Source: an optimization exercise on an open RTL-to-GDS flow (aim: small area). Production flows keep margins and buffers that such runs may drop. In this exercise RTL edits were held to simulation tests only and were not proved equivalent to the original.

// MatchingGame
module MatchingGame(
    input clk,
    input rst,
    input btnU,
    input btnD,
    input btnL,
    input btnR,
    input btnS,
	output [7:0] rgb,
	output hsync,
	output vsync,
	output [7:0] C,   
    output [3:0] AN   
    );
reg [1:0] arst_ff;
wire reset = arst_ff[0];
always @ (posedge clk)
	if (rst)
		arst_ff <= 2'b11;
	else
		arst_ff <= {1'b0, arst_ff[1]};
wire mapReset;
wire resetSum = mapReset | rst;
wire [31:0] seed;
wire [2:0] color;
wire randSig;
wire finishedGen;
wire [47:0] map;
wire [15:0] clr;
wire [2:0] state;
wire [3:0] cursor, sel0, sel1;
wire s1;
wire [3:0] pairs;
wire [3:0] vgaIdx;
reg [3:0] idx;
always @ (*)
	case (seed[1:0])
		2'd0: idx = sel0;
		2'd1: idx = sel1;
		2'd2: idx = cursor;
		default: idx = vgaIdx;
	endcase
wire [15:0] dec = 16'd1 << idx;
wire clrEn;
assign clr = clrEn ? dec : 16'd0;
reg [2:0] rd;
integer k;
always @ (*) begin
	rd = 3'd0;
	for (k = 0; k < 16; k = k + 1)
		rd = rd | ({3{dec[k]}} & map[3*k +: 3]);
end
reg gate_d;
always @ (posedge clk)
	gate_d <= (state == 3'd0);
wire tmode;
wire [18:0] timer, timerNext;
RNG rng(.clk(clk), .seedReset(rst), .reset(resetSum), .randSig(randSig), .tmode(tmode), .timerNext(timerNext),
	.seed(seed), .timer(timer), .color(color));
MapGen mapgen(.clk(clk), .reset(resetSum), .color(color), .clr(clr), .randSig(randSig),
	.finishedGen(finishedGen), .logicMap(map));
FSM fsm(.clk(clk), .reset(reset), .tick(seed[7:0]), .btnU(btnU), .btnD(btnD), .btnL(btnL), .btnR(btnR), .btnS(btnS),
	.finishedGen(finishedGen), .rd(rd), .timer(timer), .tmode(tmode), .timerNext(timerNext), .mapReset(mapReset), .clrEn(clrEn), .state(state), .cursor(cursor),
	.sel0(sel0), .sel1(sel1), .s1(s1), .pairs(pairs));
vga VGA(.clk(clk), .reset(reset), .phase(seed[1:0]), .cursor(cursor), .sel0(sel0), .sel1(sel1),
	.cnt1(s1), .cnt2(state == 3'd3 || state == 3'd4), .gate(gate_d), .rd(rd), .idx(vgaIdx),
	.rgb(rgb), .hsync(hsync), .vsync(vsync));
  ...
==> flow/config.mk <==
export PLATFORM = sky130hd
export DESIGN_NAME = MatchingGame
export DESIGN_NICKNAME = MatchingGame
export VERILOG_FILES = /design/flow/design.v
export SDC_FILE = /design/flow/constraint.sdc
export NUM_CORES = 4
export LEC_CHECK = 0
export CAP_MARGIN = 20
export CORE_MARGIN = 2
export CORE_UTILIZATION = 70
export CTS_BUF_LIST = sky130_fd_sc_hd__clkbuf_8
export CTS_CLUSTER_DIAMETER = 110
export CTS_CLUSTER_SIZE = 14
export SLEW_MARGIN = 20
==> flow/constraint.sdc <==
create_clock -name core_clock -period 50.0 [get_ports {clk}]
set_input_delay 10.0000 -clock core_clock [delete_from_list [all_inputs] [get_ports {clk}]]
set_output_delay 10.0000 -clock core_clock [all_outputs]
set_load 0.01 [all_outputs]
standard.sh (not shown) runs the stock make flow with config.mk's settings and CLKGATE_MAP_FILE= SYNTH_SCRIPT=/design/flow/synth_recipe.tcl, a recipe that flattens the netlist after the stock synthesis.
==> flow/flow/run.sh <==
#!/bin/bash
# The standard layout, with two changes to how it is made:
#  - the port buffers are the smallest buffer cell;
#  - after floorplanning, every logic cell that synthesis gave a stronger drive
#    than it needs is put back to the smallest cell of its kind (the design has
#    lots of slack); placement's own repair then resizes whatever still needs it.
set -euo pipefail
export BUFFER_PORTS_ARGS="-buffer_cell sky130_fd_sc_hd__buf_1"
bash standard.sh floorplan > standard_floorplan.log 2>&1
openroad -no_init -exit flow/downsize.tcl > downsize.log 2>&1
bash standard.sh > standard.log 2>&1
==> flow/flow/downsize.tcl <==
# Swap each logic cell for the smallest cell of the same kind (same function and
# pins, drive strength _0/_1/_2), in the floorplan database, before placement.
set odb_file orfs/results/sky130hd/MatchingGame/base/2_floorplan.odb
read_db $odb_file
set db [ord::get_db]
set block [ord::get_db_block]
set n 0
set saved 0
foreach inst [$block getInsts] {
  set m [$inst getMaster]
  set name [$m getName]
  if {![regexp {^(sky130_fd_sc_hd__[a-z0-9]+)_([0-9]+)$} $name -> base drive]} { continue }
  if {[regexp {clk|dly|tap|fill|decap|conb|df|dl|sdf|probe|lpflow|diode} $base]} { continue }
  set bestM $m
  set bestA [expr {[$m getWidth] * [$m getHeight]}]
  set a0 $bestA
  foreach d {0 1 2} {
    set c [$db findMaster ${base}_$d]
    if {$c eq "NULL" || $c eq ""} { continue }
    set a [expr {[$c getWidth] * [$c getHeight]}]
    if {$a < $bestA} {
      set bestM $c
      set bestA $a
    }
  }
  if {$bestM ne $m} {
    $inst swapMaster $bestM
    incr n
    set saved [expr {$saved + $a0 - $bestA}]
  }
}
puts "downsized $n instances, [expr {$saved / 1e6}] um2"
write_db $odb_file
The baseline produced a clean layout.
Then changed:
Settings changed: GPL_TIMING_DRIVEN from default to 0.
Maximum frequency goes down slightly; cell count climbs by a few percent; final area grows slightly; die area does not change; sequential share of layout area went down by 0.47 points; worst setup slack is worse by 94 ps.
Then changed:
Settings changed: CTS_BUF_LIST sky130_fd_sc_hd__clkbuf_8 to sky130_fd_sc_hd__clkbuf_16, CTS_CLUSTER_DIAMETER 110 to 130, CTS_CLUSTER_SIZE 14 to 28, GPL_TIMING_DRIVEN 0 to default.
Result: Worst setup slack improves by 120 ps. Global-route usage drops by 1.3 points. Clock skew drops by 14 ps. Wire length drops by a few percent. Sequential cell count does not change. Die area is unchanged. Cell area drops slightly. Via count drops by a few percent. First-iteration DRC count drops by roughly a tenth.
Then changed:
Settings changed: CTS_BUF_LIST sky130_fd_sc_hd__clkbuf_16 to sky130_fd_sc_hd__clkbuf_8, CTS_CLUSTER_DIAMETER 130 to 100, CTS_CLUSTER_SIZE 28 to 12.
=>
- cell count rises by 0.91%
- design area grows by 0.42%
- setup slack degrades by 29 ps
- global-route usage barely changes
- die area stays the same

==> what the ideal ports hide <==
In the flow no input, the clock included, has a driving cell. The finished layouts below were timed again as built, in two steps.
Step 1, drivers: a clkbuf_16 drives clk and a buf_2 each remaining input, both assumed.
Step 2 moves the port delays by t, midway between the first and last clock arrival at a register: inputs arrive t later, outputs are due t later. That takes back most of the time a late clock gives input paths.
Three values: ideal, step 1, step 2; two values: the first two.
run	shift t [ns]	setup slack, ns	worst hold slack (ns)	worst register clock-pin slew, ns	pins driven straight from the clock port
the first run	0.567	30.350 / 30.350 / 30.350	0.415 / 0.415 / 0.415	0.10 / 0.10	1
the second run	0.575	30.256 / 30.256 / 30.256	0.417 / 0.417 / 0.417	0.10 / 0.10	1
the third run	0.516	30.376 / 30.376 / 30.376	0.418 / 0.418 / 0.418	0.11 / 0.11	1
the fourth run	0.585	30.348 / 30.348 / 30.348	0.413 / 0.413 / 0.413	0.10 / 0.10	1
After both steps every run listed still meets setup and hold.
